This design comes from an exercise in tuning for small area on the open sky130 flow, not from production work. In this exercise RTL edits were held to simulation tests only and were not proved equivalent to the original. The clock cells of runs 5 and 6 come from the design's own scripts or RTL, not from TritonCTS. No driver is modelled on the clock port, so clock power and skew are understated where the tree is cut down; a real chip needs a root buffer or a tree. Power and IR drop assume default switching activity.

==> design/flow/design.v <==
module reaction_timer_top(
	input  logic       clk,
	input  logic       rst,
	input  logic       start_stop_btn,
	output logic       led,
	output logic [3:0] an,
	output logic [6:0] seg
);
	localparam logic [1:0] S0 = 2'd0, S1 = 2'd1, S2 = 2'd2, S3 = 2'd3;
	logic [1:0] state;
	logic btn_d1, btn_d2;
	always_ff @(posedge clk, posedge rst)
		if (rst) btn_d1 <= 1'b0;
		else btn_d1 <= start_stop_btn;
	always_ff @(posedge clk)
		btn_d2 <= btn_d1;
	wire pulse = btn_d1 & ~btn_d2;
	logic [1:0] m4;
	logic [2:0] m5;
	always_ff @(posedge clk, posedge rst)
		if (rst) begin
			m4 <= 2'd0;
			m5 <= 3'd0;
		end else begin
			m4 <= m4 + 2'd1;
			m5 <= m5[2] ? 3'd0 : m5 + 3'd1;
		end
	wire p9  = m5[2] & m4[0] & ~m4[1];	 
	wire p19 = m5[2] & m4[0] &  m4[1];	 
	wire tick = p9;
	logic [1:0] dcnt;
	logic [2:0] t5;
	always_ff @(posedge clk, posedge rst)
		if (rst) begin
			dcnt <= 2'd0;
			t5 <= 3'd4;
		end else if (tick) begin
			dcnt <= dcnt + 2'd1;
			t5 <= t5[2] ? 3'd0 : t5 + 3'd1;
		end
	wire dtick = p19 & dcnt[0] & t5[2];
	logic [15:0] r;
	wire inc = (state == S1) ? dtick : (state == S2) ? tick : 1'b0;
	wire bin = (state == S1);
	logic [15:0] rinc;
	logic c1, c2, c3;
	always_comb begin
		logic w0, w1, wb0, wb1;
		w0 = bin ? &r[3:0] : (r[3] & r[0]);
		wb0 = ~bin & r[3] & r[0];
		rinc[0] = ~r[0];
		rinc[1] = (r[1] ^ r[0]) & ~wb0;
		rinc[2] = r[2] ^ (r[1] & r[0]);
		rinc[3] = (r[3] ^ (r[2] & r[1] & r[0])) & ~wb0;
		c1 = w0;
		w1 = bin ? &r[7:4] : (r[7] & r[4]);
		wb1 = ~bin & r[7] & r[4];
		rinc[4] = r[4] ^ c1;
		rinc[5] = (r[5] ^ (c1 & r[4])) & ~(c1 & wb1);
		rinc[6] = r[6] ^ (c1 & r[5] & r[4]);
		rinc[7] = (r[7] ^ (c1 & r[6] & r[5] & r[4])) & ~(c1 & wb1);
		c2 = c1 & w1;
		rinc[8] = r[8] ^ c2;
		rinc[9] = (r[9] ^ (c2 & r[8])) & ~(c2 & r[11] & r[8]);
		rinc[10] = r[10] ^ (c2 & r[9] & r[8]);
		rinc[11] = (r[11] ^ (c2 & r[10] & r[9] & r[8])) & ~(c2 & r[11] & r[8]);
		c3 = c2 & r[11] & r[8];
		rinc[12] = r[12] ^ c3;
		rinc[13] = (r[13] ^ (c3 & r[12])) & ~(c3 & r[15] & r[12]);
		rinc[14] = r[14] ^ (c3 & r[13] & r[12]);
		rinc[15] = (r[15] ^ (c3 & r[14] & r[13] & r[12])) & ~(c3 & r[15] & r[12]);
	end
	wire done = (state == S1) & r[8];
	always_ff @(posedge clk, posedge rst)
		if (rst) r[7:0] <= 8'h9B;	 
		else if (state == S0) r[7:0] <= {r[6:0], ~(r[7] ^ r[5] ^ r[4] ^ r[3])};
		else if (inc) r[7:0] <= rinc[7:0];
	always_ff @(posedge clk)
		if (state == S0 || done) r[11:8] <= 4'd0;
		else if (inc) r[11:8] <= rinc[11:8];
	always_ff @(posedge clk, posedge rst)
		if (rst) r[15:12] <= 4'd0;
		else if (inc) r[15:12] <= rinc[15:12];
	always_ff @(posedge clk, posedge rst)
		if (rst) state <= S0;
		else case (state)
			S0: if (pulse) state <= S1;
			S1: if (done) state <= S2;
			S2: if (pulse) state <= S3;
			default: ;
		endcase
	assign led = (state == S2);
	wire [1:0] sel = dcnt | {2{~state[1]}};
	logic [3:0] dig;
	always_comb
		case (sel)
			2'd0: dig = r[3:0];
			2'd1: dig = r[7:4];
			2'd2: dig = r[11:8];
			default: dig = r[15:12];
		endcase
	always_comb
		case (dcnt)
			2'd0: an = 4'b1110;
			2'd1: an = 4'b1101;
			2'd2: an = 4'b1011;
			default: an = 4'b0111;
		endcase
	always_comb
		case (dig)
			4'd0: seg = 7'b0000001;
			4'd1: seg = 7'b1001111;
			4'd2: seg = 7'b0010010;
			4'd3: seg = 7'b0000110;
			4'd4: seg = 7'b1001100;
			4'd5: seg = 7'b0100100;
			4'd6: seg = 7'b0100000;
			4'd7: seg = 7'b0001111;
			4'd8: seg = 7'b0000000;
			4'd9: seg = 7'b0001100;
			default: seg = 7'bxxxxxxx;
		endcase
endmodule
==> design/flow/flow/run.sh <==
#!/bin/bash
# Own layout flow: the standard synthesis, then an area-oriented ABC
# re-mapping of the combinational logic only (every flip-flop instance is
# kept as synthesised, with its name and cell), then the standard layout
# with small port buffers and a clock tree without dummy loads.
set -euo pipefail
W=$PWD
R=$W/orfs/results/$FLOW_PLATFORM/reaction_timer_top/base
LIB=$FLOW_HOME/platforms/$FLOW_PLATFORM/lib/sky130_fd_sc_hd__tt_025C_1v80.lib

# 1. standard synthesis (netlist only)
bash standard.sh $R/1_2_yosys.v > $W/log_1_synth.txt 2>&1
cp $R/1_2_yosys.v $W/1_2_yosys_standard.v

# 2. re-map the combinational logic for area
sed -e "s|@IN@|$W/1_2_yosys_standard.v|" -e "s|@OUT@|$R/1_2_yosys.v|" -e "s|@LIB@|$LIB|g" \
	$W/flow/reopt.ys > $W/reopt_run.ys
yosys -s $W/reopt_run.ys > $W/log_2_reopt.txt 2>&1

# 3. standard layout from the re-mapped netlist
bash standard.sh \
	"BUFFER_PORTS_ARGS=-buffer_cell sky130_fd_sc_hd__buf_1" \
	"CTS_ARGS=-sink_clustering_enable -repair_clock_nets -dont_use_dummy_load" \
	finish > $W/log_3_layout.txt 2>&1
==> design/flow/flow/reopt.ys <==
read_liberty -ignore_miss_func @LIB@
read_verilog @IN@
hierarchy -top reaction_timer_top
blackbox sky130_fd_sc_hd__df* sky130_fd_sc_hd__conb_1
flatten
opt_clean -purge
abc -liberty @LIB@ -dont_use sky130_fd_sc_hd__lpflow_* -dont_use sky130_fd_sc_hd__probe* -script +strash;&get,-n;&deepsyn,-T,60;&put;dch,-f;map,-a;topo
opt_clean -purge
hilomap -singleton -hicell sky130_fd_sc_hd__conb_1 HI -locell sky130_fd_sc_hd__conb_1 LO
splitnets
opt_clean -purge
stat -liberty @LIB@
write_verilog -noattr -nohex -nodec @OUT@
==> design/flow/standard.sh <==
#!/bin/bash
# synth_recipe.tcl (not shown) runs the flow's synth.tcl, then flattens the netlist and writes it again
# the make line also repeats each setting of config.mk as NAME=value (left out here)
make -C /OpenROAD-flow-scripts/flow DESIGN_CONFIG=/design/flow/config.mk WORK_HOME=/design/flow/orfs CLKGATE_MAP_FILE= SYNTH_SCRIPT=/design/flow/synth_recipe.tcl "${@:-finish}"
==> design/flow/config.mk <==
export PLATFORM = sky130hd
export DESIGN_NAME = reaction_timer_top
export DESIGN_NICKNAME = reaction_timer_top
export VERILOG_FILES = /design/flow/design.v
export SDC_FILE = /design/flow/constraint.sdc
export NUM_CORES = 4
export LEC_CHECK = 0
export CAP_MARGIN = 20
export CORE_MARGIN = 2
export CORE_UTILIZATION = 40
export SLEW_MARGIN = 20
==> design/flow/constraint.sdc <==
create_clock -name core_clock -period 18.0 [get_ports {clk}]
set_input_delay 3.6000 -clock core_clock [delete_from_list [all_inputs] [get_ports {clk}]]
set_output_delay 3.6000 -clock core_clock [all_outputs]
set_load 0.01 [all_outputs]
==> summary.txt, run 1 <==
- The CTS tree is yes.
- The CTS root buffer is sky130_fd_sc_hd__clkbuf_4.
- The remaining global-route overflow is 0.
- The critical path goes through nor2_1 > clkinv_1 > o221ai_1 > o21ai_0 > clkinv_1 > nand3_1 > nand2_1 > clkinv_1 > o21ai_0 > clkinv_1 > nor3_1 > nor3_1 > nand2_1 > nand2_1 > buf_1.
- The cell family contributing the most delay on the critical path is simple AND/OR/NAND/NOR gates.
- In this run, CTS created clock tree buffers numbering 5.
- Wires add up to 2990 µm.
- Across the VDD grid, the largest voltage drop is 34.2 µV.
- The data arrival time of the worst path is 2.78 ns.
- STA classifies the critical path endpoint as an output port.
- The wire-length estimate of the detail-placed layout is 2340 µm.
- The iteration-0 DRC count of the detailed router is 51.
- The tightest min-delay check is of the flop to flop type.
- Averaged over all synthesized cells, the footprint is ~7.7 µm².
- The slew at the pin with the worst max-slew slack is 0.857 ns.
- For this configuration, the core starts out at a cell density of 0.426.
- The final hold violation count was 0.
- When the netlist entered floorplanning its net count stood at about 190.
- During placement, the flow inserted port buffers numbering 14.
- For this design the static power due to leakage is about 0.00063 µW.
- The max capacitance violation total is 0.
- The critical path startpoint category is a flop.
- Fill cells in the final layout number 345.
- Setup total negative slack on the finished layout was measured at 0 ns.
- The first TritonRoute pass finished after 4 iterations.
- After synthesis the cells add up to 1440 µm².
- Setup repair after global routing left no endpoint under its margin.
- Setup violations remaining at the end of the flow were counted as 0.
- Power spread over the standard cell area amounts to a little over 90 nW/µm².
- The count of hold-fix buffers inserted at cts is 0.
- The share of layout cells above drive strength 1 is 0.0580.
- Post-CTS repair changed the size of 0 cells.
- The number of synthesis warnings is 1.
- The number of H-tree levels is 2.
- The largest net degree at the start of global routing is 26.
- For the worst-skew pair, the clock arrives at the later sink with an insertion delay of 0.33 ns.
- The total power of the final layout is between 100 and 150 µW.
- The most prevalent standard cell on the critical path is sky130_fd_sc_hd__clkinv_1.
- The number of antenna violations at the first check in global routing is 0.
- Measured against its own limit, the worst slew margin works out to 0.425.
- The register-to-register setup slack is 14.64 ns.
- The largest buffer count on any clock path is 2.
- The routability congestion estimate is 0.857.
- The number of clock sinks seen by CTS is 30.
- The floorplan die width is 64.1 µm.
- The via count of the first global-routing pass is 1230.
- The ratio of final minimum period to clock period is 0.354.
- The overall track demand over capacity in global routing is 0.173.
- The clock-pin slew of the registers on the worst-case setup and hold paths is 0.08 ns.
- In the final design database the tool counted about 210 nets.
- The critical-path cell with the highest stage delay is sky130_fd_sc_hd__dfrtp_1.
- Counting every instance in the synthesized netlist gives around 190.
- The number of standard-cell rows in the floorplan is 21.
- In the routed design, unresolved DRC markers number 0.
- The routed via count is 1263.
- The first-pass GRT wire length is 5440 µm.
- The run finished with no timing, DRC or antenna violations.
- The total count of max-transition violations in the final report is 0.
- Compared with the post-synthesis result, the final layout area differs by 10.2%.
- The area of the core is 3390 µm².
- The critical path required time is ~14 ns.
- The die covers 4110 µm².
- The worst setup path is of the flop to output port kind.
- Of all nets on the critical path, the largest fanout is 7.
- Measured along the y axis, the die boundary spans 64.1 µm.
- The minimum clock period is 6.38 ns.
- The remaining number of nets flagged by the antenna check after routing is 0.
- The diode insertion count for antenna repair is 0.
- The post-detailed-route wirelength per cell is 11.8 µm.
- In this run the post-CTS setup repair buffer count came out at 0.
- During I/O placement, the number of pins put on the boundary was 15.
- The largest single stage delay on the critical path is 0.46 ns.
- The maximum clock skew at final layout is 0.0144 ns.
- The per-cell via count in the routed design is 4.99.
- Counting both buffers and inverters, the worst setup path holds a total of 5.
- The maximum clock frequency is 157 MHz.
where the power goes:
part | internal [µW] | leakage, µW | switching (µW) | total (µW)
sequential | 79.1 | 0.000337 | 10.2 | 89.3
combinational | 10.5 | 0.000271 | 12.7 | 23.2
clock | 13.0 | 0.0000230 | 20.2 | 33.2
total | 103 | 0.000631 | 43.1 | 146
metrics by stage:
step / hold WS, ns / util / cells / setup WS, ns / instance area [µm²]
global placement: 0.354 / 0.458 / 248 / 12.14 / 1550
CTS: 0.396 / 0.470 / 253 / 11.67 / 1590
floorplan: 0.347 / - / 188 / 12.01 / 1440
detailed placement: 0.372 / 0.458 / 248 / 12.04 / 1550
finish: 0.392 / 0.470 / 253 / 11.62 / 1590
global route: 0.413 / 0.470 / 253 / 11.33 / 1590
flip-flops by register name, summed over array words and instances (netlist names):
name    flops
btn_d1      1
r          16
t5          3
state       2
btn_d2      1
dcnt        2
m5          3
m4          2
layout by cell type (no fill, tap or decap), types with 3 or more instances in the layout:
| master | count |
|---|---|
| sky130_fd_sc_hd__nor2_1 | 39 |
| sky130_fd_sc_hd__clkinv_1 | 35 |
| sky130_fd_sc_hd__nand2_1 | 26 |
| sky130_fd_sc_hd__dfrtp_1 | 19 |
| sky130_fd_sc_hd__buf_1 | 14 |
| sky130_fd_sc_hd__a21oi_1 | 13 |
| sky130_fd_sc_hd__nor3_1 | 12 |
| sky130_fd_sc_hd__o21ai_0 | 12 |
| sky130_fd_sc_hd__dfstp_2 | 6 |
| sky130_fd_sc_hd__nand3_1 | 5 |
| sky130_fd_sc_hd__dfxtp_1 | 5 |
| sky130_fd_sc_hd__clkbuf_4 | 5 |
| sky130_fd_sc_hd__xor2_1 | 3 |
layout make-up:
type                            instances  area [µm²]  share of cell area
Sequential cell                        30         733               0.461
Multi-Input combinational cell        123         579               0.364
Inverter                               35         131              0.0825
Tap cell                               46        57.6              0.0362
Timing Repair Buffer                   14        52.6              0.0330
Clock buffer                            5        37.5              0.0236
routing by layer:
layer / up-vias / wire length, µm / global-route usage
met5: - / 0 / 0
met4: 0 / 41 / 0.0571
met3: 5 / 74 / 0.0634
met2: 15 / 1440 / 0.294
met1: 591 / 1430 / 0.202
li1: 652 / - / -
final timing paths:
kind	startpoint	endpoint	cells past startpoint
worst max-delay path	dcnt[1]	seg[1]	15
worst min-delay path	btn_d1	btn_d2	0
worst max register to register	dcnt[0]	r[15]	17
worst min register to register	btn_d1	btn_d2	0
max in group asynchronous	rst	r[12]	2
min in group asynchronous	rst	state[0]	2
==> run 2: changes to the inputs <==
==> design/flow/flow/reopt.ys (replaced) <==
read_liberty -ignore_miss_func @LIB@
read_verilog @IN@
hierarchy -top reaction_timer_top
blackbox sky130_fd_sc_hd__df* sky130_fd_sc_hd__conb_1
flatten
opt_clean -purge
abc -liberty @LIB@ -dont_use sky130_fd_sc_hd__lpflow_* -dont_use sky130_fd_sc_hd__probe* -script +strash;&get,-n;&deepsyn,-T,60;&put;&get,-n;&nf,-R,1000,-p;&put
opt_clean -purge
hilomap -singleton -hicell sky130_fd_sc_hd__conb_1 HI -locell sky130_fd_sc_hd__conb_1 LO
splitnets
opt_clean -purge
stat -liberty @LIB@
write_verilog -noattr -nohex -nodec @OUT@
==> run 2 against run 1 <==
Largest cell class unchanged. Maximum frequency is 2.2% lower. Worst hold slack worse by 0.012 ns. Global-route usage is 0.30 points lower. Utilization is 0.90 points lower. Sequential power is 5.6% lower.
==> summary.txt, run 2 <==
- The type of the worst setup path is flop to output port.
- Clock tree synthesis selected as its root buffer the cell sky130_fd_sc_hd__clkbuf_4.
- The hold-critical path depth is 0 (unchanged).
- The worst hold margin is 0.380 ns (-0.0116 ns).
- The normalized max-slew margin is 0.402 (-0.0231).
- The final hold violation count is 0 (unchanged).
- The first-pass GRT wire length is 5200 µm (-4.4%).
- The floorplan die width is 63.2 µm (-1.4%).
- The filler cell count in the final layout was 359 (+4.1%).
- The setup fix buffers added after clock tree synthesis came to 0 (unchanged).
- The power per cell area was 84.0 nW/µm² (-8.2%).
- The minimum clock period is 6.52 ns (+0.143 ns).
- The internal power of the cells is 94.8 µW (-7.6%).
- The part of the power in registers is 0.648 (+0.035).
- The routed via count is 1180 (-6.6%).
- The maximum clock skew at final layout was 0.0134 ns (-0.00109 ns).
- The run finished with no timing, DRC or antenna violations.
- The largest net degree at the start of global routing is 26 (unchanged).
- The count of boundary I/O pins was 15 (unchanged).
- The maximum clock frequency is 153 MHz (-2.2%).
- The number of optimization iterations in the first detailed-route pass is 4 (unchanged).
- The largest buffer count on any clock path was 2 (unchanged).
- The per-cell via count in the routed design is 5.29 (+6.0%).
- The most common cell after layout, fill and taps aside is sky130_fd_sc_hd__nand2_1.
- The synthesized instance count came to 158 (-16%).
- The ratio of final minimum period to clock period is 0.362 (+0.00794).
- The remaining global-route overflow is 0 (unchanged).
- The max capacitance violation total was 0 (unchanged).
- The overall track demand over capacity in global routing is 0.170 (-0.00301).
- In the final layout, the registers with the most flip-flops are r (16), m5 (3), t5 (3).
- Setup repair after global routing left no endpoint under its margin.
- The mean cell area of the mapped netlist was 8.87 µm² (+15%).
- The final HPWL from detailed placement is 2200 µm (-6.2%).
- The share of layout cells above drive strength 1 came to 0.0621 (+0.00418).
- The post-route DRC violation count is 0 (unchanged).
- The total count of max-transition violations in the final report was 0 (unchanged).
- The switching part of the total power is 0.271 (-0.0245).
- The number of antenna violations at the first check in global routing is 0 (unchanged).
- The capturing element type of the critical path is an output port.
- The number of standard-cell rows in the floorplan came to 21 (unchanged).
- The number of endpoints failing setup at the final stage is 0 (unchanged).
- The count of hold-fix buffers inserted at cts is 0 (unchanged).
- In the layout the commonest cells are sky130_fd_sc_hd__nand2_1, sky130_fd_sc_hd__nor2_1, sky130_fd_sc_hd__dfrtp_1.
- STA classifies the critical path startpoint as a flop.
- The area enclosed by the die boundary is 3990 µm² (-2.8%).
- The diode insertion count for antenna repair is 0 (unchanged).
- The critical path required time is 14.40 ns (about the same).
- The largest voltage drop on the vdd net is 49.4 µV (+44%).
- The final wirelength is 2900 µm (-3.1%).
- The data arrival time of the worst path is 2.92 ns (+0.14 ns).
- The minimum setup slack after placement is 11.93 ns (-0.112 ns).
- The post-synthesis instance area is 1400 µm² (-2.9%).
- The sequential cell area was 733 µm² (unchanged).
- The iteration-0 DRC count of the detailed router was 37 (-27%).
- The final critical-path setup slack came to 11.48 ns (-0.143 ns).
- The latest clock arrival within the worst-skew pair is 0.34 ns (about the same).
- The area of the multi-input gates is 627 µm² (+8.2%).
- The count of nets after finishing is 182 (-14%).
- The clock-pin slew of the registers on the worst-case setup and hold paths was 0.09 ns (about the same).
- The reported net switching power came to 35.3 µW (-18%).
- The number of synthesis warnings is 1 (unchanged).
- Relative to the synthesized area, the layout overhead comes to 10.5%.
- The remaining number of nets flagged by the antenna check after routing is 0 (unchanged).
- The final setup TNS was 0 ns (unchanged).
- The combinational power share is 0.090 (-0.069).
- The area of the core is 3360 µm² (-0.78%).
- The routability congestion estimate was 0.810 (-5.5%).
- The maximum fanout along the worst path is 7 (unchanged).
- The total power of the final layout is 130 µW (-11%).
- The post-detailed-route wirelength per cell was 13.0 µm (+10%).
- The largest register by flop count is r.
- The number of flip-flops in the largest register is 16 (unchanged).
- The depth of the worst register-to-register path came to 14 (-3).
- TritonCTS built the clock tree.
- The height of the die is 63.2 µm (-1.4%).
- The number of clock sinks seen by CTS came to 30 (unchanged).
- The via count of the first global-routing pass is 1178 (-4.2%).
- The share of total power in the clock network is 0.262 (+0.034).
- The number of nets produced by synthesis came to 161 (-16%).
- The reported leakage power is 0.000631 µW (about the same).
- The quantity of I/O buffers inserted on ports is 14 (unchanged).
- The CTS buffer count came to 5 (unchanged).
- The initial core utilization is 0.417 (-0.00932).
- The number of H-tree levels came to 2 (unchanged).
- The slew at the pin with the worst max-slew slack is 0.892 ns (+0.0345 ns).
- The path class of the tightest hold or removal check is flop to flop.
- The post-cts resize count came to 0 (unchanged).
run 2: critical path, stage by stage (launching register included):
cell and delay (ns):
sky130_fd_sc_hd__dfrtp_1 0.47, sky130_fd_sc_hd__clkinv_1 0.16, sky130_fd_sc_hd__nor2_1 0.22, sky130_fd_sc_hd__a222oi_1 0.10, sky130_fd_sc_hd__o21ai_0 0.47, sky130_fd_sc_hd__or3_1 0.26
sky130_fd_sc_hd__a21oi_1 0.09, sky130_fd_sc_hd__a21oi_1 0.23, sky130_fd_sc_hd__nor3_1 0.12, sky130_fd_sc_hd__o41ai_1 0.28, sky130_fd_sc_hd__buf_1 0.19
run 2: path summary, 6_finish.rpt:
kind,startpoint,to,slack [ns]
max,dcnt[0],seg[1],11.48
min,btn_d1,btn_d2,0.38
max reg2reg,state[0],r[14],14.39
min reg2reg,btn_d1,btn_d2,0.38
max in group asynchronous,rst,dcnt[1],14.27
min in group asynchronous,rst,m5[0],3.30
run 2: cell type report:
type	instances	share of cell area
flip-flops and latches	30	0.473
multi-input cells	117	0.405
well taps	46	0.0372
repair buffers	14	0.0339
inverters	11	0.0267
clock buffers	5	0.0242
run 2: power groups by stage:
stage	clock network [µW]	registers [µW]	logic [µW]
detailed placement	0	85.5	11.8
global route	37.7	85.4	13.8
floorplan	0	82.7	10.1
global placement	0	85.4	11.2
finish	34.1	84.3	11.7
CTS	35.3	84.2	11.9
run 2: metrics by stage:
stage	utilization	cell area (µm²)	cells
2_1_floorplan	-	1400	158
3_3_place_gp	0.449	1510	218
3_5_place_dp	0.449	1510	218
4_1_cts	0.461	1550	223
5_1_grt	0.461	1550	223
6_report	0.461	1550	223
run 2: routing by layer:
metal / up-vias / routed length (µm) / track usage
li1: 594 / - / -
met1: 551 / 1270 / 0.195
met2: 27 / 1390 / 0.282
met3: 8 / 150 / 0.0464
met4: 0 / 80 / 0.106
met5: - / 0 / 0
==> run 3: changes to the inputs <==
--- a/design/flow/flow/run.sh
+++ b/design/flow/flow/run.sh
@@ -20,5 +20,5 @@
 # 3. standard layout from the re-mapped netlist
 bash standard.sh \
 	"BUFFER_PORTS_ARGS=-buffer_cell sky130_fd_sc_hd__buf_1" \
-	"CTS_ARGS=-sink_clustering_enable -repair_clock_nets -dont_use_dummy_load" \
+	"CTS_ARGS=-sink_clustering_enable -repair_clock_nets -dont_use_dummy_load -sink_clustering_size 40 -sink_clustering_max_diameter 300" \
 	finish > $W/log_3_layout.txt 2>&1
==> run 3 against run 2 <==
Critical endpoint unchanged. Register-to-register slack about the same. Die area did not move. Critical path type unchanged. Synthesized cell count stayed put. Still clean. Synthesized area unchanged. Clock power barely moved.
==> summary.txt, run 3 <==
- The run finished with no timing, DRC or antenna violations.
- The startpoint of the worst-slack reg-to-reg timing path is state[0].
- The quantity of I/O buffers inserted on ports is 14 (unchanged).
- The post-synthesis instance area came to 1400 µm² (unchanged).
- The final wirelength is 2900 µm (unchanged).
- The power per cell area is 84.0 nW/µm² (unchanged).
- The minimum clock period came to 6.52 ns (unchanged).
- The maximum clock frequency was 153 MHz (unchanged).
- The critical-path cell with the highest stage delay is sky130_fd_sc_hd__dfrtp_1.
- The synthesized instance count is 158 (unchanged).
- The setup fix buffers added after clock tree synthesis is 0 (unchanged).
- The post-detailed-route wirelength per cell was 13.0 µm (unchanged).
- The remaining global-route overflow was 0 (unchanged).
- The final hold violation count is 0 (unchanged).
- The area enclosed by the die boundary came to 3990 µm² (unchanged).
- The routability congestion estimate is 0.810 (unchanged).
- Walking the worst path, the cells encountered are clkinv_1 > nor2_1 > a222oi_1 > o21ai_0 > or3_1 > a21oi_1 > a21oi_1 > nor3_1 > o41ai_1 > buf_1.
- The latest clock arrival within the worst-skew pair came to 0.34 ns (about the same).
- The per-cell via count in the routed design is 5.29 (unchanged).
- The depth of the worst register-to-register path was 14 (unchanged).
- The largest buffer count on any clock path came to 2 (unchanged).
- In the layout the commonest cells are sky130_fd_sc_hd__nand2_1, sky130_fd_sc_hd__nor2_1, sky130_fd_sc_hd__dfrtp_1.
- The internal power of the cells came to 94.8 µW (unchanged).
- The met2 usage was 0.282 (unchanged).
- The classification of the worst-slack hold path is flop to flop.
- The count of hold-fix buffers inserted at cts is 0 (unchanged).
- In this run the most used layer during global routing was met2.
- The final HPWL from detailed placement is 2200 µm (unchanged).
- The max capacitance violation total is 0 (unchanged).
- The final setup TNS was 0 ns (unchanged).
- The switching part of the total power is 0.271 (unchanged).
- The number of flip-flops in the largest register is 16 (unchanged).
- The number of standard-cell rows in the floorplan is 21 (unchanged).
- The number of H-tree levels came to 2 (unchanged).
- The number of endpoints failing setup at the final stage was 0 (unchanged).
- The post-cts resize count is 0 (unchanged).
- The number of nets produced by synthesis is 161 (unchanged).
- The iteration-0 DRC count of the detailed router is 37 (unchanged).
- The routed via count is 1180 (unchanged).
- The clock-pin slew of the registers on the worst-case setup and hold paths is 0.09 ns (about the same).
- The normalized max-slew margin is 0.402 (unchanged).
- The post-route DRC violation count is 0 (unchanged).
- The combinational power share is 0.090 (about the same).
- The slew at the pin with the worst max-slew slack is 0.892 ns (unchanged).
- The number of optimization iterations in the first detailed-route pass was 4 (unchanged).
- The height of the die is 63.2 µm (unchanged).
- The stage delay of the slowest cell on the critical path is 0.47 ns (about the same).
- The maximum clock skew at final layout is 0.0134 ns (unchanged).
- The largest register by flop count is r.
- The type of the worst setup path is flop to output port.
- The most common cell after layout, fill and taps aside is sky130_fd_sc_hd__nand2_1.
- The post-synthesis to final-layout area growth is 10.5% (unchanged).
- The number of antenna violations at the first check in global routing came to 0 (unchanged).
- STA classifies the critical path startpoint as a flop.
- The number of clock sinks seen by CTS is 30 (unchanged).
- The register-to-register setup slack is 14.39 ns (about the same).
- The share of layout cells above drive strength 1 is 0.0621 (unchanged).
- The global-route track usage on met3 came to 0.0464 (unchanged).
- The first-pass GRT wire length came to 5200 µm (unchanged).
- The worst hold path terminates at btn_d2.
- The share of total power in the clock network is 0.262 (about the same).
- The critical path required time is 14.40 ns (about the same).
- The hold-critical path depth came to 0 (unchanged).
- The initial core utilization is 0.417 (unchanged).
- The CTS buffer count came to 5 (unchanged).
- The most prevalent standard cell on the critical path is sky130_fd_sc_hd__a21oi_1.
- The part of the power in registers is 0.648 (about the same).
- The largest registers in the layout are r (16), m5 (3), t5 (3).
- The global-route met1 utilization was 0.195 (unchanged).
- The area of the core was 3360 µm² (unchanged).
- The final core utilization is 0.461 (unchanged).
- The capturing element type of the critical path is an output port.
- The reported leakage power is 0.000631 µW (unchanged).
- The number of synthesis warnings is 1 (unchanged).
- The CTS root buffer is sky130_fd_sc_hd__clkbuf_4.
- The worst min-delay path startpoint is btn_d1.
- The diode insertion count for antenna repair is 0 (unchanged).
- The maximum fanout along the worst path came to 7 (unchanged).
- Setup repair after global routing left no endpoint under its margin.
- The largest net degree at the start of global routing is 26 (unchanged).
- The largest voltage drop on the vdd net is 49.4 µV (unchanged).
- The data arrival time of the worst path is 2.92 ns (about the same).
- The ratio of final minimum period to clock period is 0.362 (unchanged).
- The remaining number of nets flagged by the antenna check after routing is 0 (unchanged).
- The count of nets after finishing is 182 (unchanged).
- The worst register-to-register path ends at r[14].
- The via count of the first global-routing pass is 1178 (unchanged).
- The reported net switching power is 35.3 µW (unchanged).
- The floorplan die width came to 63.2 µm (unchanged).
- The count of boundary I/O pins came to 15 (unchanged).
- The overall track demand over capacity in global routing is 0.170 (unchanged).
- The CTS tree is yes.
- The total count of max-transition violations in the final report is 0 (unchanged).
- The mean cell area of the mapped netlist is 8.87 µm² (unchanged).
==> run 3: how the worst max path moves through the flow <==
stage                     startpoint  endpoint  slack, ns  cells past startpoint
after floorplan              dcnt[0]    seg[1]      12.01                      7
after global placement       dcnt[0]    seg[1]      12.12                      8
after detailed placement     dcnt[0]    seg[1]      11.93                     10
after CTS                    dcnt[0]    seg[1]      11.51                     10
after global routing         dcnt[0]    seg[1]      11.17                     10
final                        dcnt[0]    seg[1]      11.48                     10
==> run 3: cell type report <==
| type | count | area [µm²] |
|---|---|---|
| flip-flops and latches | 30 | 733 |
| inverters | 11 | 41.3 |
| well taps | 46 | 57.6 |
| clock buffers | 5 | 37.5 |
| repair buffers | 14 | 52.6 |
| multi-input cells | 117 | 627 |
| fillers | 359 | 1810 |
==> run 3: power groups by stage <==
| stage | Clock (µW) | Sequential (µW) | Combinational, µW |
|---|---|---|---|
| 5_1_grt | 37.7 | 85.4 | 13.8 |
| 3_3_place_gp | 0 | 85.4 | 11.2 |
| 6_report | 34.1 | 84.3 | 11.7 |
| 4_1_cts | 35.3 | 84.2 | 11.9 |
| 3_5_place_dp | 0 | 85.5 | 11.8 |
| 2_1_floorplan | 0 | 82.7 | 10.1 |
==> run 3: per-layer routing <==
metal | up-vias | wire length [µm] | part of all wire
li1 | 594 | - | -
met1 | 551 | 1270 | 0.44
met2 | 27 | 1390 | 0.48
met3 | 8 | 150 | 0.052
met4 | 0 | 80 | 0.028
met5 | - | 0 | 0
==> run 3: critical path, delay by kind of cell (launching register included) <==
kind                   cells  cell delay (ns)
DFF                        1             0.47
and+or+nand+nor            3             0.60
buffers and inverters      2             0.35
AOI/OAI and AO/OA          5             1.17
==> run 3: metrics by stage <==
| step | power (µW) | instance area, µm² | cells | hold slack, ns | setup slack (ns) |
|---|---|---|---|---|---|
| after detailed placement | 97.3 | 1510 | 218 | 0.362 | 11.93 |
| after CTS | 131 | 1550 | 223 | 0.384 | 11.51 |
| final | 130 | 1550 | 223 | 0.380 | 11.48 |
| after global routing | 137 | 1550 | 223 | 0.402 | 11.17 |
| after global placement | 96.6 | 1510 | 218 | 0.355 | 12.12 |
| after floorplan | 92.8 | 1400 | 158 | 0.347 | 12.01 |
==> run 4: changes to the inputs <==
==> design/flow/run.sh (new file) <==
#!/bin/bash
# synth_recipe.tcl (not shown) runs the flow's synth.tcl, then flattens the netlist and writes it again
# the make line also repeats each setting of config.mk as NAME=value (left out here)
make -C /OpenROAD-flow-scripts/flow DESIGN_CONFIG=/design/flow/config.mk WORK_HOME=/design/flow/orfs CLKGATE_MAP_FILE= SYNTH_SCRIPT=/design/flow/synth_recipe.tcl finish
removed: design/flow/flow/run.sh
removed: design/flow/flow/reopt.ys
removed: design/flow/standard.sh
==> run 4 against run 3 <==
Critical path depth down 4. Worst hold slack worse by 0.011 ns. Power up 120%. First-iteration DRC count rose to 3.4 times the previous value. Global-route usage down 2.0 points.
==> summary.txt, run 4 <==
- The run finished with no timing, DRC or antenna violations.
- The number of flip-flops in the largest register is 16 (unchanged).
- The final instance area is 2220 µm² (+43%).
- The post-synthesis to final-layout area growth is 14.9%.
- The cell sitting at the root of the clock tree is a sky130_fd_sc_hd__clkbuf_8.
- The total count of max-transition violations in the final report is 0 (unchanged).
- The slew at the pin with the worst max-slew slack is 0.555 ns (-0.337 ns).
- The maximum fanout along the worst path is 12 (+5).
- The number of nets produced by synthesis is 231 (+43%).
- Counting stages on the worst path, the most repeated cell is sky130_fd_sc_hd__o22ai_1.
- The count of nets after finishing is 243 (+34%).
- The final wirelength came to 3590 µm (+24%).
- Sorting the synthesized cells by area gives the leading types as sky130_fd_sc_hd__dfrtp_1, sky130_fd_sc_hd__ha_1, sky130_fd_sc_hd__dfstp_2, sky130_fd_sc_hd__dfxtp_1, sky130_fd_sc_hd__nand2_1.
- The largest buffer count on any clock path is 2 (unchanged).
- Setup repair after global routing left no endpoint under its margin.
- The switching part of the total power is 0.388 (+0.117).
- The number of H-tree levels came to 2 (unchanged).
- The CTS buffer count is 5 (unchanged).
- The reported leakage power is 0.000982 µW (+56%).
- The internal power of the cells is 177 µW (+87%).
- The min-delay analysis places its worst path in the category flop to flop.
- The maximum clock skew at final layout came to 0.00802 ns (-0.00533 ns).
- The register-to-register setup slack came to 15.30 ns (+0.91 ns).
- The capturing element type of the critical path is an output port.
- The initial core utilization is 0.411 (-0.00547).
- The maximum clock frequency is 161 MHz (+4.8%).
- The largest voltage drop on the vdd net came to 56.1 µV (+14%).
- The latest clock arrival within the worst-skew pair came to 0.28 ns (-0.06 ns).
- The routed via count is 1451 (+23%).
- The power per cell area came to 131 nW/µm² (+56%).
- The ratio of final minimum period to clock period is 0.346 (-0.0165).
- The overall track demand over capacity in global routing was 0.150 (-0.0205).
- The per-cell via count in the routed design is 5.24 (-1.0%).
- The largest registers in the layout are r (16), m5 (3), t5 (3).
- The number of optimization iterations in the first detailed-route pass came to 4 (unchanged).
- The setup fix buffers added after clock tree synthesis was 0 (unchanged).
- The count of hold-fix buffers inserted at cts came to 0 (unchanged).
- The number of clock sinks seen by CTS came to 30 (unchanged).
- The remaining global-route overflow is 0 (unchanged).
- The buffering stage count on the worst path with inverters included was 1 (-1).
- The final HPWL from detailed placement is 2560 µm (+17%).
- The fraction of registers with async set/reset is 0.833.
- The final hold violation count came to 0 (unchanged).
- The largest net degree at the start of global routing is 26 (unchanged).
- In this run the most critical hold path is launched from btn_d1.
- The data arrival time of the worst path is 2.62 ns (-0.30 ns).
- The number of endpoints failing setup at the final stage was 0 (unchanged).
- For hold timing, the worst endpoint is btn_d2.
- The depth of the worst register-to-register path is 7 (-7).
- The most frequent cell after synthesis is sky130_fd_sc_hd__dfrtp_1.
- The total power of the final layout is 290 µW (+120%).
- The final setup TNS is 0 ns (unchanged).
- The area of the core is 4690 µm² (+40%).
- The reported net switching power is 112 µW (+220%).
- r holds more flip-flops than any other register.
- The hold-critical path depth was 0 (unchanged).
- The final cell count without fillers was 277 (+24%).
- The post-cts resize count was 0 (unchanged).
- The iteration-0 DRC count of the detailed router is 125 (+240%).
- Counting instances in the post-synthesis netlist gives the leading cell types as sky130_fd_sc_hd__dfrtp_1, sky130_fd_sc_hd__ha_1, sky130_fd_sc_hd__nand2_1.
- In this run the critical register-to-register path is captured at r[11].
- The number of antenna violations at the first check in global routing is 0 (unchanged).
- The largest total area in the synthesized netlist belongs to sky130_fd_sc_hd__dfrtp_1.
- The combinational power share is 0.449 (+0.359).
- The via count of the first global-routing pass is 1351 (+15%).
- The routability congestion estimate is 0.809 (about the same).
- The critical path required time is 14.40 ns (about the same).
- The critical path is of the flop to output port type.
- The post-route DRC violation count came to 0 (unchanged).
- The minimum clock period is 6.22 ns (-0.297 ns).
- The max capacitance violation total is 0 (unchanged).
- Synthesis instantiated 45 different standard cells from the library.
- The number of synthesis warnings is 1 (unchanged).
- The instance area at placement is 2090 µm² (+39%).
- The worst hold margin came to 0.369 ns (-0.0106 ns).
- The count of boundary I/O pins is 15 (unchanged).
- The number of standard-cell rows in the floorplan is 25 (+19%).
- For this design, the slowest cell found on the critical path is sky130_fd_sc_hd__dfrtp_1.
- The remaining number of nets flagged by the antenna check after routing came to 0 (unchanged).
- The first-pass GRT wire length is 6240 µm (+20%).
- The share of total power in the clock network came to 0.196 (-0.066).
- The sequential area share after synthesis is 0.380.
- In the synthesized netlist the dominant register cell turns out to be sky130_fd_sc_hd__dfrtp_1.
- The diode insertion count for antenna repair is 0 (unchanged).
- The placed instance count is 268 (+23%).
- The floorplan die width was 73.5 µm (+16%).
- The part of the power in registers came to 0.356 (-0.292).
- The cell family contributing the most delay on the critical path is flip-flops.
- The stage delay of the slowest cell on the critical path is 0.59 ns (+0.12 ns).
- The startpoint of the worst-slack reg-to-reg timing path is state[1].
- Traced cell by cell, the critical path runs through mux2_2 > o22ai_1 > a21o_1 > ha_1 > o22ai_1 > clkdlybuf4s50_1.
- The height of the die is 73.5 µm (+16%).
- The post-synthesis instance area is 1930 µm² (+38%).
- Leaving out fill and tap cells, the most frequent cell in the layout is sky130_fd_sc_hd__dfrtp_1.
- The mean cell area of the mapped netlist is 9.19 µm² (+3.6%).
- In the layout the commonest cells are sky130_fd_sc_hd__dfrtp_1, sky130_fd_sc_hd__nand2_1, sky130_fd_sc_hd__ha_1.
- The normalized max-slew margin is 0.629 (+0.228).
- The CTS tree is yes.
- Of the post-synthesis cell area, the dominant cell type holds 0.246.
- The synthesized instance count is 210 (+33%).
- The area enclosed by the die boundary is 5390 µm² (+35%).
- After synthesis the netlist holds a flip-flop and latch count of 30.
- Counting flops with a built-in enable in the synthesized netlist gives 0.
- The quantity of I/O buffers inserted on ports is 14 (unchanged).
- The clock-pin slew of the registers on the worst-case setup and hold paths is 0.07 ns (-0.02 ns).
- STA classifies the critical path startpoint as a flop.
- The post-detailed-route wirelength per cell is 13.0 µm (-0.20%).
- The share of layout cells above drive strength 1 was 0.112 (+0.0500).
## run 4: worst max path at each step
stage	depth (start not counted)	startpoint	endpoint
final	6	dcnt[0]	seg[3]
after detailed placement	6	dcnt[0]	seg[3]
after floorplan	8	state[1]	seg[1]
after CTS	6	dcnt[0]	seg[3]
after global routing	8	dcnt[0]	seg[1]
after global placement	6	dcnt[0]	seg[3]
## run 4: kinds of logic after synthesis
family,count (synthesis),synth area share
AND/OR/NAND/NOR,64,0.174
AO/OA/AOI/OAI,50,0.168
flip-flops,30,0.380
buffers and inverters,27,0.0551
adder cells (fa/ha/maj),18,0.117
multiplexers,11,0.0603
XOR/XNOR,10,0.0454
## run 4: worst reg2reg max path, delay by kind of cell (launching register included)
family / cells / cell delay, ns
AND/OR/NAND/NOR: 3 / 0.98
AO/OA/AOI/OAI: 2 / 0.63
flip-flops: 1 / 0.54
adder cells (fa/ha/maj): 1 / 0.34
buffers and inverters: 1 / 0.15
## run 4: layout make-up
cell class	count	area, µm²
clock inverters	2	12.5
flip-flops and latches	30	733
fillers	464	2470
repair buffers	15	168
inverters	17	63.8
well taps	54	67.6
multi-input cells	153	1090
clock buffers	6	82.6
## run 4: through the flow
stage / setup WS (ns) / util
CTS: 11.76 / 0.467
detailed placement: 12.06 / 0.446
global placement: 12.13 / 0.446
floorplan: 12.69 / -
global route: 11.55 / 0.473
finish: 11.78 / 0.473
## run 4: per-layer routing
metal	vias to the layer above	GRT usage	wire, µm
met5	-	0	0
met4	0	0.0667	74
met3	8	0.0288	78
met2	13	0.234	1630
met1	687	0.201	1800
li1	743	-	-
## run 4: power groups by stage
stage	clock, µW	sequential, µW	combinational, µW
after global placement	0	105	129
after global routing	61.3	105	146
after detailed placement	0	104	130
after floorplan	0	90.9	100
after CTS	59.1	103	131
final	56.7	103	130
==> run 5: changes to the inputs <==
--- a/design/flow/design.v
+++ b/design/flow/design.v
@@ -8,6 +8,7 @@
 );
 	localparam logic [1:0] S0 = 2'd0, S1 = 2'd1, S2 = 2'd2, S3 = 2'd3;
 	logic [1:0] state;
+	logic [15:0] r;	 
 	logic btn_d1, btn_d2;
 	always_ff @(posedge clk, posedge rst)
 		if (rst) btn_d1 <= 1'b0;
@@ -29,17 +30,13 @@
 	wire p19 = m5[2] & m4[0] &  m4[1];	 
 	wire tick = p9;
 	logic [1:0] dcnt;
+	always_ff @(posedge clk, posedge rst)
+		if (rst) dcnt <= 2'd0;
+		else if (tick) dcnt <= dcnt + 2'd1;
 	logic [2:0] t5;
-	always_ff @(posedge clk, posedge rst)
-		if (rst) begin
-			dcnt <= 2'd0;
-			t5 <= 3'd4;
-		end else if (tick) begin
-			dcnt <= dcnt + 2'd1;
-			t5 <= t5[2] ? 3'd0 : t5 + 3'd1;
-		end
+	assign t5 = r[11:9];
+	wire [2:0] t5n = t5[2] ? 3'd0 : t5 + 3'd1;
 	wire dtick = p19 & dcnt[0] & t5[2];
-	logic [15:0] r;
 	wire inc = (state == S1) ? dtick : (state == S2) ? tick : 1'b0;
 	wire bin = (state == S1);
 	logic [15:0] rinc;
@@ -76,8 +73,14 @@
 		else if (state == S0) r[7:0] <= {r[6:0], ~(r[7] ^ r[5] ^ r[4] ^ r[3])};
 		else if (inc) r[7:0] <= rinc[7:0];
 	always_ff @(posedge clk)
-		if (state == S0 || done) r[11:8] <= 4'd0;
-		else if (inc) r[11:8] <= rinc[11:8];
+		if (state == S0 || done) r[8] <= 1'b0;
+		else if (inc) r[8] <= rinc[8];
+	always_ff @(posedge clk, posedge rst)
+		if (rst) r[11:9] <= 3'd4;
+		else if (!state[1]) begin
+			if (done) r[11:9] <= 3'd0;
+			else if (tick) r[11:9] <= t5n;
+		end else if (inc) r[11:9] <= rinc[11:9];
 	always_ff @(posedge clk, posedge rst)
 		if (rst) r[15:12] <= 4'd0;
 		else if (inc) r[15:12] <= rinc[15:12];
==> design/flow/flow/run.sh (new file) <==
#!/bin/bash
# Own layout flow: the standard synthesis, then an area-oriented ABC
# re-mapping of the combinational logic only (every flip-flop instance is
# kept as synthesised, with its name and cell), then the standard layout
# with small port buffers and a one-buffer clock tree.
set -euo pipefail
W=$PWD
R=$W/orfs/results/$FLOW_PLATFORM/reaction_timer_top/base
LIB=$FLOW_HOME/platforms/$FLOW_PLATFORM/lib/sky130_fd_sc_hd__tt_025C_1v80.lib

# 1. standard synthesis (netlist only)
bash standard.sh $R/1_2_yosys.v > $W/log_1_synth.txt 2>&1
cp $R/1_2_yosys.v $W/1_2_yosys_standard.v

# 2. re-map the combinational logic for area
sed -e "s|@IN@|$W/1_2_yosys_standard.v|" -e "s|@OUT@|$R/1_2_yosys.v|" -e "s|@LIB@|$LIB|g" \
	$W/flow/reopt.ys > $W/reopt_run.ys
yosys -s $W/reopt_run.ys > $W/log_2_reopt.txt 2>&1

# 3. standard floorplan and placement from the re-mapped netlist
bash standard.sh \
	"BUFFER_PORTS_ARGS=-buffer_cell sky130_fd_sc_hd__buf_1" \
	$R/3_place.odb $R/3_place.sdc > $W/log_3_place.txt 2>&1

# 4. clock tree: one buffer between the clock port and all flip-flops
MCTS_RESULTS=$R MCTS_LIB=$LIB MCTS_PLATFORM_DIR=$FLOW_HOME/platforms/$FLOW_PLATFORM \
	MCTS_CLK=clk MCTS_CELL=sky130_fd_sc_hd__buf_12 \
	openroad -no_init -exit $W/flow/manual_cts.tcl > $W/log_4_cts.txt 2>&1

# 5. standard routing and finishing
bash standard.sh \
	"BUFFER_PORTS_ARGS=-buffer_cell sky130_fd_sc_hd__buf_1" \
	finish > $W/log_5_finish.txt 2>&1
==> design/flow/flow/manual_cts.tcl (new file) <==
# Manual clock tree: the clock port drives one buffer (MCTS_CELL), placed at
# the centre of the flip-flops, which drives every clock sink.
set R $::env(MCTS_RESULTS)
read_db $R/3_place.odb
read_liberty $::env(MCTS_LIB)
read_sdc $R/3_place.sdc
source $::env(MCTS_PLATFORM_DIR)/setRC.tcl
set db [ord::get_db]
set block [ord::get_db_block]
set clkNet [$block findNet $::env(MCTS_CLK)]
set master [$db findMaster $::env(MCTS_CELL)]
set sinks [$clkNet getITerms]
set sx 0; set sy 0; set n 0
foreach it $sinks {
	set inst [$it getInst]
	set loc [$inst getLocation]
	incr sx [lindex $loc 0]; incr sy [lindex $loc 1]; incr n
}
puts "manual_cts: [llength $sinks] sinks"
set buf [odb::dbInst_create $block $master clkbuf_manual_0]
set net [odb::dbNet_create $block clknet_manual_0]
$net setSigType CLOCK
foreach it $sinks {
	$it disconnect
	$it connect $net
}
[$buf findITerm A] connect $clkNet
[$buf findITerm X] connect $net
$buf setLocation [expr {$sx / $n}] [expr {$sy / $n}]
$buf setPlacementStatus PLACED
detailed_placement
check_placement
set_propagated_clock [all_clocks]
estimate_parasitics -placement
set m 0
foreach p [get_pins -hierarchical */CLK] {
	set s [get_property $p slew_max]
	if {$s > $m} { set m $s }
}
puts "manual_cts: worst clock pin slew $m"
report_checks -path_delay min -format end -group_path_count 3
write_db $R/4_1_cts.odb
write_sdc -no_timestamp $R/4_cts.sdc
==> design/flow/flow/reopt.ys (new file) <==
read_liberty -ignore_miss_func @LIB@
read_verilog @IN@
hierarchy -top reaction_timer_top
blackbox sky130_fd_sc_hd__df* sky130_fd_sc_hd__conb_1
flatten
opt_clean -purge
abc -liberty @LIB@ -dont_use sky130_fd_sc_hd__lpflow_* -dont_use sky130_fd_sc_hd__probe* -script +strash;&get,-n;&deepsyn,-T,60;&put;&get,-n;&nf,-R,1000,-p;&put
opt_clean -purge
hilomap -singleton -hicell sky130_fd_sc_hd__conb_1 HI -locell sky130_fd_sc_hd__conb_1 LO
splitnets
opt_clean -purge
stat -liberty @LIB@
write_verilog -noattr -nohex -nodec @OUT@
==> design/flow/standard.sh (new file) <==
#!/bin/bash
# synth_recipe.tcl (not shown) runs the flow's synth.tcl, then flattens the netlist and writes it again
# the make line also repeats each setting of config.mk as NAME=value (left out here)
make -C /OpenROAD-flow-scripts/flow DESIGN_CONFIG=/design/flow/config.mk WORK_HOME=/design/flow/orfs CLKGATE_MAP_FILE= SYNTH_SCRIPT=/design/flow/synth_recipe.tcl "${@:-finish}"
removed: design/flow/run.sh
==> run 5 against run 4 <==
Clock skew down 0.0055 ns. Synthesized cell count shrank 28%. Largest cell class is now registers. Synthesized area fell by 31%. Clock power shrank 59%.
==> summary.txt, run 5 <==
- The run finished with no timing, DRC or antenna violations.
- The via count of the first global-routing pass came to 1054 (-22%).
- The diode insertion count for antenna repair is 0 (unchanged).
- The number of synthesis warnings is 1 (unchanged).
- The share of layout cells above drive strength 1 is 0.0422 (-0.0699).
- The height of the die is 61.6 µm (-16%).
- The final hold violation count was 0 (unchanged).
- The final wirelength was 2720 µm (-24%).
- The latest clock arrival within the worst-skew pair is 0.13 ns (-0.15 ns).
- The number of nets produced by synthesis is 154 (-33%).
- The number of standard-cell rows in the floorplan is 20 (-20%).
- The minimum clock period is 6.39 ns (+0.165 ns).
- The post-detailed-route wirelength per cell is 13.0 µm (about the same).
- The cell that appears most often on the critical path is sky130_fd_sc_hd__a21oi_1.
- The ratio of final minimum period to clock period is 0.355 (+0.00914).
- The overall track demand over capacity in global routing is 0.155 (+0.00516).
- The routed via count is 1111 (-23%).
- The remaining global-route overflow was 0 (unchanged).
- The maximum clock skew at final layout is 0.00252 ns (-0.00550 ns).
- The number of flip-flops in the largest register came to 16 (unchanged).
- In this run the worst hold path is classified as flop to flop.
- The iteration-0 DRC count of the detailed router is 22 (-82%).
- The most common cell after layout, fill and taps aside is sky130_fd_sc_hd__nand2_1.
- The final HPWL from detailed placement is 2140 µm (-17%).
- The area growth from synthesis to layout is 9.60%.
- The critical-path cell with the highest stage delay is sky130_fd_sc_hd__dfrtp_1.
- The maximum fanout along the worst path was 8 (-4).
- The total power of the final layout was 118 µW (-59%).
- The initial core utilization is 0.428 (+0.0170).
- In the final layout, the registers with the most flip-flops are r (16), m5 (3).
- The max capacitance violation total is 0 (unchanged).
- The largest net degree at the start of global routing was 28 (+7.7%).
- The area enclosed by the die boundary is 3800 µm² (-30%).
- The final setup TNS is 0 ns (unchanged).
- The critical path startpoint category is a flop.
- The clock-pin slew of the registers on the worst-case setup and hold paths came to 0.10 ns (+0.03 ns).
- The synthesized instance count came to 151 (-28%).
- The filler cell count in the final layout was 313 (-33%).
- The area of the core is 3100 µm² (-34%).
- The number of optimization iterations in the first detailed-route pass was 4 (unchanged).
- The per-cell via count in the routed design came to 5.29 (+1.0%).
- The maximum clock frequency came to 157 MHz (-2.6%).
- The count of nets after finishing is 171 (-30%).
- The quantity of I/O buffers inserted on ports is 14 (unchanged).
- The capturing element type of the critical path is an output port.
- The register-to-register setup slack was 14.79 ns (-0.51 ns).
- The reported leakage power came to 0.000566 µW (-42%).
- The first-pass GRT wire length is 4620 µm (-26%).
- The count of boundary I/O pins is 15 (unchanged).
- The total count of max-transition violations in the final report came to 0 (unchanged).
- The post-route DRC violation count is 0 (unchanged).
- The floorplan die width was 61.6 µm (-16%).
- The type of the worst setup path is flop to output port.
- The routability congestion estimate is 0.895 (+11%).
- The number of endpoints failing setup at the final stage came to 0 (unchanged).
- The critical path required time is 14.40 ns (about the same).
- The largest voltage drop on the vdd net is 58.8 µV (+4.9%).
- The power per cell area is 81.0 nW/µm² (-38%).
- The register with the most flip-flops in the final layout is r.
- The normalized max-slew margin came to 0.416 (-0.213).
- The number of antenna violations at the first check in global routing is 0 (unchanged).
- The remaining number of nets flagged by the antenna check after routing is 0 (unchanged).
- The mean cell area of the mapped netlist is 8.80 µm² (-4.2%).
- The stage delay of the slowest cell on the critical path was 0.48 ns (-0.11 ns).
- Setup repair after global routing left no endpoint under its margin.
- The data arrival time of the worst path came to 2.79 ns (+0.17 ns).
- The final core utilization is 0.469 (-0.00318).
- The library cells used most frequently in the layout, excluding fill and tap cells, are sky130_fd_sc_hd__nand2_1, sky130_fd_sc_hd__dfrtp_1, sky130_fd_sc_hd__nor2_1.
- The slew at the pin with the worst max-slew slack is 0.871 ns (+0.316 ns).
- Walking the worst path, the cells encountered are clkinv_1 > a21oi_1 > o221ai_1 > a21oi_1 > a21oi_1 > nor3_1 > or2_0 > nand2_1 > nor2b_1 > nand3b_1 > a21boi_0 > buf_1.
- The post-synthesis instance area is 1330 µm² (-31%).
run 5: final timing paths:
path	end	cells past startpoint	start
max	seg[0]	12	state[1]
min	btn_d2	0	btn_d1
max reg2reg	r[15]	14	state[1]
min reg2reg	btn_d2	0	btn_d1
max in group asynchronous	m5[0]	2	rst
min in group asynchronous	r[6]	2	rst
run 5: critical path: cells and delay by family, from the launching register on:
family          cells  cell delay [ns]
compound gates      5             1.02
buf+inv             2             0.41
flops               1             0.48
simple gates        5             0.75
run 5: metal layers:
| layer | global-route usage | vias to the layer above | wire length [µm] |
|---|---|---|---|
| li1 | - | 559 | - |
| met1 | 0.208 | 521 | 1270 |
| met2 | 0.278 | 29 | 1290 |
| met3 | 0.0126 | 2 | 137 |
| met4 | 0.0243 | 0 | 23 |
| met5 | 0 | - | 0 |
run 5: cell type report:
cell class	count	area (µm²)	area share
Tap cell	44	55.1	0.0378
Inverter	11	41.3	0.0284
Multi-Input combinational cell	113	614	0.422
Timing Repair Buffer	14	52.6	0.0361
Buffer	1	20.0	0.0137
Sequential cell	27	673	0.462
run 5: per-stage QoR:
stage	hold WS (ns)	setup slack (ns)	cell area, µm²	std cells
floorplan	0.347	11.98	1330	151
global placement	0.357	12.08	1440	209
detailed placement	0.367	11.85	1440	209
global route	0.425	11.30	1460	210
finish	0.394	11.61	1460	210
run 5: power by group:
part	switching, µW	total, µW	internal (µW)
clock	14.1	23.1	9.06
sequential	8.56	79.1	70.6
combinational	8.23	15.7	7.42
==> run 6: changes to the inputs <==
--- a/design/flow/flow/run.sh
+++ b/design/flow/flow/run.sh
@@ -13,9 +13,22 @@
 cp $R/1_2_yosys.v $W/1_2_yosys_standard.v
 
 # 2. re-map the combinational logic for area
-sed -e "s|@IN@|$W/1_2_yosys_standard.v|" -e "s|@OUT@|$R/1_2_yosys.v|" -e "s|@LIB@|$LIB|g" \
-	$W/flow/reopt.ys > $W/reopt_run.ys
-yosys -s $W/reopt_run.ys > $W/log_2_reopt.txt 2>&1
+#    ABC's deepsyn is run with several seeds; the smallest netlist is kept.
+reopt() {
+	sed -e "s|@IN@|$W/1_2_yosys_standard.v|" -e "s|@OUT@|$W/reopt_$1.v|" -e "s|@LIB@|$LIB|g" \
+		-e "s|@SEED@|$1|" $W/flow/reopt.ys > $W/reopt_$1.ys
+	yosys -s $W/reopt_$1.ys > $W/log_2_reopt_$1.txt 2>&1 || true
+}
+for s in 1 2 3 4; do reopt $s & done; wait
+for s in 5 6 7 8; do reopt $s & done; wait
+best=""; best_area=""
+for s in 1 2 3 4 5 6 7 8; do
+	a=$(grep "Chip area" $W/log_2_reopt_$s.txt | tail -n 1 | awk '{print $NF}')
+	[[ -n "$a" && -f $W/reopt_$s.v ]] || continue
+	if [[ -z "$best" ]] || awk -v a="$a" -v b="$best_area" 'BEGIN{exit !(a<b)}'; then best=$s; best_area=$a; fi
+done
+echo "reopt: seed $best, area $best_area" > $W/log_2_reopt.txt
+cp $W/reopt_$best.v $R/1_2_yosys.v
 
 # 3. standard floorplan and placement from the re-mapped netlist
 bash standard.sh \
==> design/flow/flow/reopt.ys (replaced) <==
read_liberty -ignore_miss_func @LIB@
read_verilog @IN@
hierarchy -top reaction_timer_top
blackbox sky130_fd_sc_hd__df* sky130_fd_sc_hd__conb_1
flatten
opt_clean -purge
abc -liberty @LIB@ -dont_use sky130_fd_sc_hd__lpflow_* -dont_use sky130_fd_sc_hd__probe* -script +strash;&get,-n;&deepsyn,-T,60,-S,@SEED@;&put;&get,-n;&nf,-R,1000,-p;&put
opt_clean -purge
hilomap -singleton -hicell sky130_fd_sc_hd__conb_1 HI -locell sky130_fd_sc_hd__conb_1 LO
splitnets
opt_clean -purge
stat -liberty @LIB@
write_verilog -noattr -nohex -nodec @OUT@
==> run 6 against run 5 <==
Critical path depth shrank 4. Design area shrank 1.3%. Sequential share of layout area grew 0.60 points. Clock skew grew 0.0016 ns. Critical endpoint is now seg[6]. Largest cell class unchanged.
==> summary.txt, run 6 <==
- The worst hold path terminates at btn_d2.
- Leaving out fill and tap cells, the most frequent cell in the layout is sky130_fd_sc_hd__nand2_1.
- The number of antenna violations at the first check in global routing is 0 (unchanged).
- The flow ran to the end and the layout has no timing, DRC or antenna violations.
- The number of standard-cell rows in the floorplan was 20 (unchanged).
- The data arrival time of the worst path came to 2.15 ns (-0.64 ns).
- The worst register-to-register path ends at r[13].
- The number of endpoints failing setup at the final stage is 0 (unchanged).
- The maximum clock frequency came to 174 MHz (+11%).
- The count of boundary I/O pins is 15 (unchanged).
- The final hold violation count came to 0 (unchanged).
- The power per cell area is 70.9 nW/µm² (-12%).
- The number of optimization iterations in the first detailed-route pass is 5 (+1).
- The maximum fanout along the worst path is 7 (-1).
- The minimum clock period came to 5.75 ns (-0.636 ns).
- The overall track demand over capacity in global routing is 0.149 (-0.00645).
- The post-synthesis instance area is 1310 µm² (-1.4%).
- The ratio of final minimum period to clock period is 0.319 (-0.0353).
- The switching part of the total power is 0.235 (-0.0263).
- The total power of the final layout is 102 µW (-14%).
- The register-to-register setup slack came to 15.24 ns (+0.45 ns).
- The diode insertion count for antenna repair is 0 (unchanged).
- The worst min-delay path startpoint is btn_d1.
- The internal power of the cells is 77.9 µW (-11%).
- The depth of the worst register-to-register path was 10 (-4).
- The count of nets after finishing is 163 (-4.7%).
- Setup repair after global routing left no endpoint under its margin.
- The mean cell area of the mapped netlist came to 9.16 µm² (+4.1%).
- The latest clock arrival within the worst-skew pair came to 0.14 ns (about the same).
- The number of synthesis warnings is 1 (unchanged).
- The total count of max-transition violations in the final report is 0 (unchanged).
- The post-synthesis to final-layout area growth is 9.74%.
- The combinational power share is 0.060 (-0.073).
- The remaining global-route overflow is 0 (unchanged).
- The final HPWL from detailed placement was 1910 µm (-11%).
- The classification of the worst-slack hold path is flop to flop.
- The per-cell via count in the routed design is 5.23 (-1.2%).
- The quantity of I/O buffers inserted on ports is 14 (unchanged).
- The number of nets produced by synthesis is 146 (-5.2%).
- The routed via count is 1056 (-5.0%).
- The largest voltage drop on the vdd net is 48.6 µV (-17%).
- The critical path is of the flop to output port type.
- The maximum clock skew at final layout came to 0.00410 ns (+0.00158 ns).
- The sequential cell area is 673 µm² (unchanged).
- The capturing element type of the critical path is an output port.
- The post-route DRC violation count is 0 (unchanged).
- The startpoint of the worst-slack reg-to-reg timing path is state[1].
- The final instance area came to 1440 µm² (-1.3%).
- The max capacitance violation total was 0 (unchanged).
- The clock-pin slew of the registers on the worst-case setup and hold paths is 0.11 ns (about the same).
- The critical path required time is 14.40 ns (about the same).
- The library cells used most frequently in the layout, excluding fill and tap cells, are sky130_fd_sc_hd__nand2_1, sky130_fd_sc_hd__dfrtp_1, sky130_fd_sc_hd__buf_1.
- The area of the multi-input gates is 618 µm² (+0.61%).
- STA classifies the critical path startpoint as a flop.
- The area enclosed by the die boundary is 3750 µm² (-1.3%).
- More flip-flops sit in one register than any other, and that register is r.
- The post-detailed-route wirelength per cell came to 12.3 µm (-4.7%).
- The synthesized instance count came to 143 (-5.3%).
- The reported net switching power is 24.0 µW (-22%).
- The largest net degree at the start of global routing is 28 (unchanged).
- The instance area at placement came to 1420 µm² (-1.3%).
- The largest registers in the layout are r (16), m5 (3).
- The floorplan die width is 61.2 µm (-0.67%).
- The initial core utilization came to 0.426 (-0.00262).
- The remaining number of nets flagged by the antenna check after routing is 0 (unchanged).
- The via count of the first global-routing pass is 970 (-8.0%).
- The reported leakage power came to 0.000565 µW (-0.22%).
- The first-pass GRT wire length was 4380 µm (-5.2%).
- The hold-critical path depth is 0 (unchanged).
- The share of layout cells above drive strength 1 came to 0.0443 (+0.00214).
- The slew at the pin with the worst max-slew slack came to 0.858 ns (-0.0132 ns).
- The final wirelength is 2490 µm (-8.3%).
- The routability congestion estimate is 0.840 (-6.1%).
- The share of total power in the clock network is 0.238 (+0.042).
- The height of the die is 61.2 µm (-0.67%).
- The final setup TNS came to 0 ns (unchanged).
- The number of flip-flops in the largest register is 16 (unchanged).
- The area of the core is 3080 µm² (-0.81%).
- The part of the power in registers was 0.701 (+0.030).
- The normalized max-slew margin is 0.425 (+0.00888).
- The iteration-0 DRC count of the detailed router came to 46 (+110%).
- The filler cell count in the final layout came to 305 (-2.6%).
## run 6: how the worst max path moves through the flow
stage | slack, ns | depth (start not counted) | startpoint | endpoint
2_1_floorplan | 12.47 | 7 | dcnt[0] | seg[6]
3_5_place_dp | 12.39 | 8 | dcnt[0] | seg[6]
6_report | 12.25 | 8 | dcnt[0] | seg[6]
3_3_place_gp | 12.54 | 8 | dcnt[0] | seg[6]
5_1_grt | 11.94 | 8 | dcnt[0] | seg[6]
## run 6: final cells by class
type                    count  share of cell area
plain buffers               1              0.0139
flip-flops and latches     27               0.468
inverters                   5              0.0131
multi-input cells         111               0.430
repair buffers             14              0.0366
well taps                  44              0.0383
## run 6: worst max-delay path, cell delays in order (launching register included)
cell,delay [ns]
sky130_fd_sc_hd__dfrtp_1,0.46
sky130_fd_sc_hd__or2_0,0.28
sky130_fd_sc_hd__nor2_1,0.07
sky130_fd_sc_hd__o31ai_1,0.41
sky130_fd_sc_hd__a21o_1,0.21
sky130_fd_sc_hd__and3_1,0.17
sky130_fd_sc_hd__o21a_1,0.13
sky130_fd_sc_hd__nor2b_1,0.12
sky130_fd_sc_hd__buf_1,0.15
## run 6: per-layer routing
metal | vias up | global-route usage | routed length (µm)
met4 | 0 | 0.00932 | 16
li1 | 534 | - | -
met1 | 498 | 0.217 | 1250
met5 | - | 0 | 0
met3 | 2 | 0.00630 | 95
met2 | 22 | 0.258 | 1130
## run 6: metrics by stage
stage / hold WS [ns] / cells / utilization / setup slack (ns)
6_report: 0.378 / 202 / 0.467 / 12.25
3_5_place_dp: 0.355 / 201 / 0.461 / 12.39
2_1_floorplan: 0.348 / 143 / - / 12.47
5_1_grt: 0.415 / 202 / 0.467 / 11.94
3_3_place_gp: 0.357 / 201 / 0.461 / 12.54
## run 6: power by group through the flow
stage / clock network (µW) / registers (µW) / logic, µW
global route: 26.9 / 72.0 / 7.17
global placement: 0 / 72.7 / 6.05
detailed placement: 0 / 72.6 / 6.24
floorplan: 0 / 70.9 / 5.21
finish: 24.3 / 71.4 / 6.13

## static timing again, ports no longer ideal
The results above use ideal ports. As a check the final layouts listed here were re-extracted and re-timed, cells and wires unchanged. Step 1 (the two cells are an assumption about what drives the block):
set clk [get_ports {clk}]
set_driving_cell -lib_cell sky130_fd_sc_hd__clkbuf_16 $clk
set_driving_cell -lib_cell sky130_fd_sc_hd__buf_2 [delete_from_list [all_inputs] $clk]
Step 2 moves the port delays by t, midway between the first and last clock arrival at a register: inputs arrive t later, outputs are due t later. That takes back most of the time a late clock gives input paths. Three values: ideal, step 1, step 2; two values: the first two.
| run | t (ns) | setup slack, ns | worst setup path at the end | cell pins on the clock port's net |
|---|---|---|---|---|
| run 1 | 0.342 | 11.625 / 11.603 / 11.944 | register to output | 1 |
| run 2 | 0.350 | 11.482 / 11.461 / 11.811 | register to output | 1 |
| run 3 | 0.350 | 11.482 / 11.461 / 11.811 | register to output | 1 |
| run 4 | 0.305 | 11.779 / 11.755 / 12.060 | register to output | 1 |
| run 5 | 0.162 | 11.615 / 11.583 / 11.745 | register to output | 1 |
| run 6 | 0.165 | 12.251 / 12.222 / 12.387 | register to output | 1 |
After both steps every run listed still meets setup and hold.
